What follows belongs to an exercise in optimizing a design on an open flow for small area; a production flow would make more cautious choices. The RTL was checked by simulation tests, not by an equivalence proof against the original design.

JK:
Design pipelined_cordic, start of the top module:
module pipelined_cordic(
    input Clk, Rst,
    input signed [15:0] x_in, y_in,
    output signed [15:0] magnitude,
    output signed [15:0] angle
);
Settings: LEC_CHECK=0, CAP_MARGIN=20, CORE_MARGIN=2, CORE_UTILIZATION=60, PLACE_DENSITY=0.75, SLEW_MARGIN=20, SYNTH_HIERARCHICAL=1, SYNTH_MINIMUM_KEEP_SIZE=0; clock period 4.5 ns.
standard.sh (not shown) runs the stock make flow with config.mk's settings and CLKGATE_MAP_FILE= SYNTH_SCRIPT=/design/flow/synth_recipe.tcl, a recipe that flattens the netlist after the stock synthesis.
==> flow/flow/run.sh <==
#!/bin/bash
# Standard layout; the port buffers use the smallest buffer cell and the
# clock tree is built without dummy loads.
set -euo pipefail
export BUFFER_PORTS_ARGS="-buffer_cell sky130_fd_sc_hd__buf_1"
export CTS_ARGS="-sink_clustering_enable -repair_clock_nets -sink_clustering_size 32 -sink_clustering_max_diameter 60 -buf_list sky130_fd_sc_hd__clkbuf_16 -dont_use_dummy_load"
bash standard.sh > standard.log 2>&1
#### Input delta (MS over JK)
- putting GPL_TIMING_DRIVEN at 0 where nothing was set
==> flow/flow/run.sh <==
#!/bin/bash
# Standard layout; the port buffers use the smallest buffer cell and the
# clock tree is built without dummy loads.
set -euo pipefail
export BUFFER_PORTS_ARGS="-buffer_cell sky130_fd_sc_hd__buf_1"
export CTS_ARGS="-sink_clustering_enable -repair_clock_nets -sink_clustering_size 16 -sink_clustering_max_diameter 80 -buf_list sky130_fd_sc_hd__clkbuf_8 -dont_use_dummy_load"
bash standard.sh > standard.log 2>&1
MS | stages: all done | timing, DRC, antenna: all pass. The wire length per cell in MS sits 0.089 microns below the value recorded for JK. The utilization of JK and that of MS are within noise of each other. [compare] base=JK new=MS: non-clock buffer contribution to total cell area now sits higher, post-synthesis simple-gate area fraction now sits at about the same level, via-per-instance ratio now sits higher.

run a:
Starting RTL as in the previous note.
clock: 4.5 ns
lec_check: 0
cap_margin: 20
core_margin: 2
core_utilization: 60
place_density: 0.75
slew_margin: 20
synth_hierarchical: 1
synth_minimum_keep_size: 0
==> flow/flow/run.sh <==
#!/bin/bash
# Standard layout; the port buffers use the smallest buffer cell and the
# clock tree is built without dummy loads.
set -euo pipefail
export BUFFER_PORTS_ARGS="-buffer_cell sky130_fd_sc_hd__buf_1"
export CTS_ARGS="-sink_clustering_enable -repair_clock_nets -sink_clustering_size 16 -sink_clustering_max_diameter 80 -buf_list sky130_fd_sc_hd__clkbuf_8 -dont_use_dummy_load"
bash standard.sh > standard.log 2>&1
The inputs of run b differ from those of run a as listed below.
- CAP_MARGIN: 20 -> 0
- SLEW_MARGIN: 20 -> 0
Notes after the runs:
- Diff run b..run a | final critical-path setup slack | unchanged
- Looking at run b and run a, the utilization is a wash.

== job 8183 ==
Another version of the RTL of pipelined_cordic (not shown whole).
For scale: roughly 66 I/O pins, roughly 24000 um^2 of cells after synthesis.
==> flow/design.v (excerpt) <==
module pipelined_cordic(
    input Clk, Rst,
    input signed [15:0] x_in, y_in,
    output signed [15:0] magnitude,
    output signed [15:0] angle
);
clock: 4.5 ns
lec_check: 0
cap_margin: 20
core_margin: 2
core_utilization: 40
cts_buf_list: sky130_fd_sc_hd__clkbuf_4
place_density: 0.6
slew_margin: 20
run.sh (not shown) runs the stock make flow with config.mk's settings and CLKGATE_MAP_FILE= SYNTH_SCRIPT=/design/flow/synth_recipe.tcl, a recipe that flattens the netlist after the stock synthesis.
Stock flow here: none of the scripts above is used.
Modified inputs, job 2856 compared to job 8183
Settings: a change of CTS_BUF_LIST from sky130_fd_sc_hd__clkbuf_4 to sky130_fd_sc_hd__clkbuf_8; an added CTS_CLUSTER_SIZE of 16; an added CTS_CLUSTER_DIAMETER of 80.
==> comparison <==
- Diff job 8183 -> job 2856: multi-input gate area in the final layout fell about 0.66%, clock-buffer cell count dropped 79%, arrival time reported for the critical path endpoint decreased by 400 ps relative to the old numbers.
- Routed wire length ended up 2.9% lower on job 2856 than on job 8183.
- Job 2856 vs. job 8183: number of fillers in the final layout rose 33, synthesis-to-finish area growth fell 5.2 points.
Input-level comparison between job 5160 and job 2856:
Settings: a deleted CTS_CLUSTER_DIAMETER that had been 80; a deleted CTS_BUF_LIST that had been sky130_fd_sc_hd__clkbuf_8; a deleted CTS_CLUSTER_SIZE that had been 16.
## What came out
- Job 5160 completed every stage of the flow, and the final layout passed the timing, DRC and antenna checks.
- Compared job 5160 vs job 2856, and filler cell count in the final layout is down in job 5160.
- Compared with job 2856, job 5160 shows first-iteration DRC count lower by about 13%.
- Changes observed in job 5160 relative to job 2856: number of sinks driven by the clock tree about even.
- Job 2856 -> job 5160: number of antenna violations at the first check in global routing delta 0, exact match
- Routed wire length, job 2856 and job 5160: higher on job 5160
[inputs] job 6356 vs job 5160
Settings: CTS_BUF_LIST newly set to sky130_fd_sc_hd__clkbuf_16; CTS_CLUSTER_SIZE newly set to 30; CTS_CLUSTER_DIAMETER newly set to 100.
Results
Job 6356 has completed all stages; timing, DRC and antenna checks passed.
| cell area | higher: job 5160 |
Relative to job 5160, routed wire length decreased by 2.7% in job 6356.
The hold slack of job 6356 was superior to that of job 5160.

Another version of the RTL of pipelined_cordic (not shown whole).
For scale: about 1400 cells after synthesis, about 550 flip-flops, about 66 I/O pins, ~20000 um^2 of cells after synthesis.
export LEC_CHECK = 0
export CAP_MARGIN = 20
export CORE_MARGIN = 2
export CORE_UTILIZATION = 70
export PLACE_DENSITY = 0.85
export SLEW_MARGIN = 20
export SYNTH_HIERARCHICAL = 1
export SYNTH_MINIMUM_KEEP_SIZE = 0
create_clock -name core_clock -period 4.5 [get_ports {Clk}]
standard.sh (not shown) runs the stock make flow with config.mk's settings and CLKGATE_MAP_FILE= SYNTH_SCRIPT=/design/flow/synth_recipe.tcl, a recipe that flattens the netlist after the stock synthesis.
==> flow/flow/run.sh <==
#!/bin/bash
# Standard layout; the port buffers use the smallest buffer cell and the
# clock tree is built without dummy loads.
set -euo pipefail
export BUFFER_PORTS_ARGS="-buffer_cell sky130_fd_sc_hd__buf_1"
export CTS_ARGS="-sink_clustering_enable -repair_clock_nets -sink_clustering_size 10 -sink_clustering_max_diameter 50 -buf_list sky130_fd_sc_hd__clkbuf_4 -dont_use_dummy_load"
bash standard.sh > standard.log 2>&1
==> next run, changes <==
--- a/flow/flow/run.sh
+++ b/flow/flow/run.sh
@@ -6 +6 @@
-export CTS_ARGS="-sink_clustering_enable -repair_clock_nets -sink_clustering_size 10 -sink_clustering_max_diameter 50 -buf_list sky130_fd_sc_hd__clkbuf_4 -dont_use_dummy_load"
+export CTS_ARGS="-sink_clustering_enable -repair_clock_nets -sink_clustering_size 11 -sink_clustering_max_diameter 45 -buf_list sky130_fd_sc_hd__clkbuf_4 -dont_use_dummy_load"
CORE_UTILIZATION = 65   (was 70)
PLACE_DENSITY = 0.8   (was 0.85)
After rerunning: Via count shrinks by about 1.7%. Global-route usage goes down by 1.9 points. Clock skew is higher by 0.010 ns. Core utilization drops by 6.4 points. Setup slack improved by 0.073 ns. Worst hold slack loses 0.023 ns. Final cell count climbs by 0.68%.
==> next run, changes <==
--- a/flow/flow/run.sh
+++ b/flow/flow/run.sh
@@ -6 +6 @@
-export CTS_ARGS="-sink_clustering_enable -repair_clock_nets -sink_clustering_size 11 -sink_clustering_max_diameter 45 -buf_list sky130_fd_sc_hd__clkbuf_4 -dont_use_dummy_load"
+export CTS_ARGS="-sink_clustering_enable -repair_clock_nets -sink_clustering_size 10 -sink_clustering_max_diameter 50 -buf_list sky130_fd_sc_hd__clkbuf_4 -dont_use_dummy_load"
Sequential share of layout area hardly moves.
Clock-buffer cell count increases by 4.
Setup slack gains 0.0086 ns.
Cell count stays flat.
Synthesized cell count stays the same.

[afterwards: timing with drivers on the ports]
How much do the figures lean on ideal ports? The routed layouts below were timed once more, with nothing changed but the port constraints. Step 1 sets driving cells, clkbuf_16 on the clock port and buf_2 on the other inputs (assumed; they add their load-dependent delay and slew). Step 2 adds t to the input delays and takes it off the output delays; t is the mean of the earliest and latest rising clock arrival at the registers after step 1. Input paths then give back, and output paths get back, about the clock's delay inside the block. a / b / c = ideal / step 1 / step 2; a / b = the first two.
| run | t (ns) | slack for setup (ns) | worst hold slack (ns) | worst setup path at the end | worst slew at a driven data input, ns |
|---|---|---|---|---|---|
| JK | 0.605 | 0.141 / 0.141 / 0.141 | 0.298 / 0.298 / 0.298 | register to register | 0.04 |
| MS | 0.597 | 0.127 / 0.127 / 0.127 | 0.291 / 0.291 / 0.291 | register to register | 0.03 |
| run a | 0.583 | 0.159 / 0.159 / 0.159 | 0.315 / 0.315 / 0.315 | register to register | 0.04 |
| run b | 0.583 | 0.159 / 0.159 / 0.159 | 0.315 / 0.315 / 0.315 | register to register | 0.04 |
| job 8183 | 1.000 | 0.159 / 0.159 / 0.159 | 0.295 / 0.295 / 0.295 | register to register | 0.04 |
| job 2856 | 0.679 | 0.239 / 0.239 / 0.239 | 0.317 / 0.317 / 0.317 | register to register | 0.04 |
| job 5160 | 0.681 | 0.119 / 0.119 / 0.119 | 0.299 / 0.299 / 0.299 | register to register | 0.04 |
| job 6356 | 0.629 | 0.256 / 0.256 / 0.256 | 0.322 / 0.322 / 0.322 | register to register | 0.04 |
| the first run of note 4 | 0.731 | 0.077 / 0.077 / 0.077 | 0.252 / 0.233 / 0.301 | register to register | 0.04 |
| the second run of note 4 | 0.714 | 0.150 / 0.150 / 0.150 | 0.229 / 0.209 / 0.275 | register to register | 0.03 |
| the third run of note 4 | 0.726 | 0.159 / 0.159 / 0.159 | 0.242 / 0.224 / 0.295 | register to register | 0.03 |
After both steps every run listed still meets setup and hold.
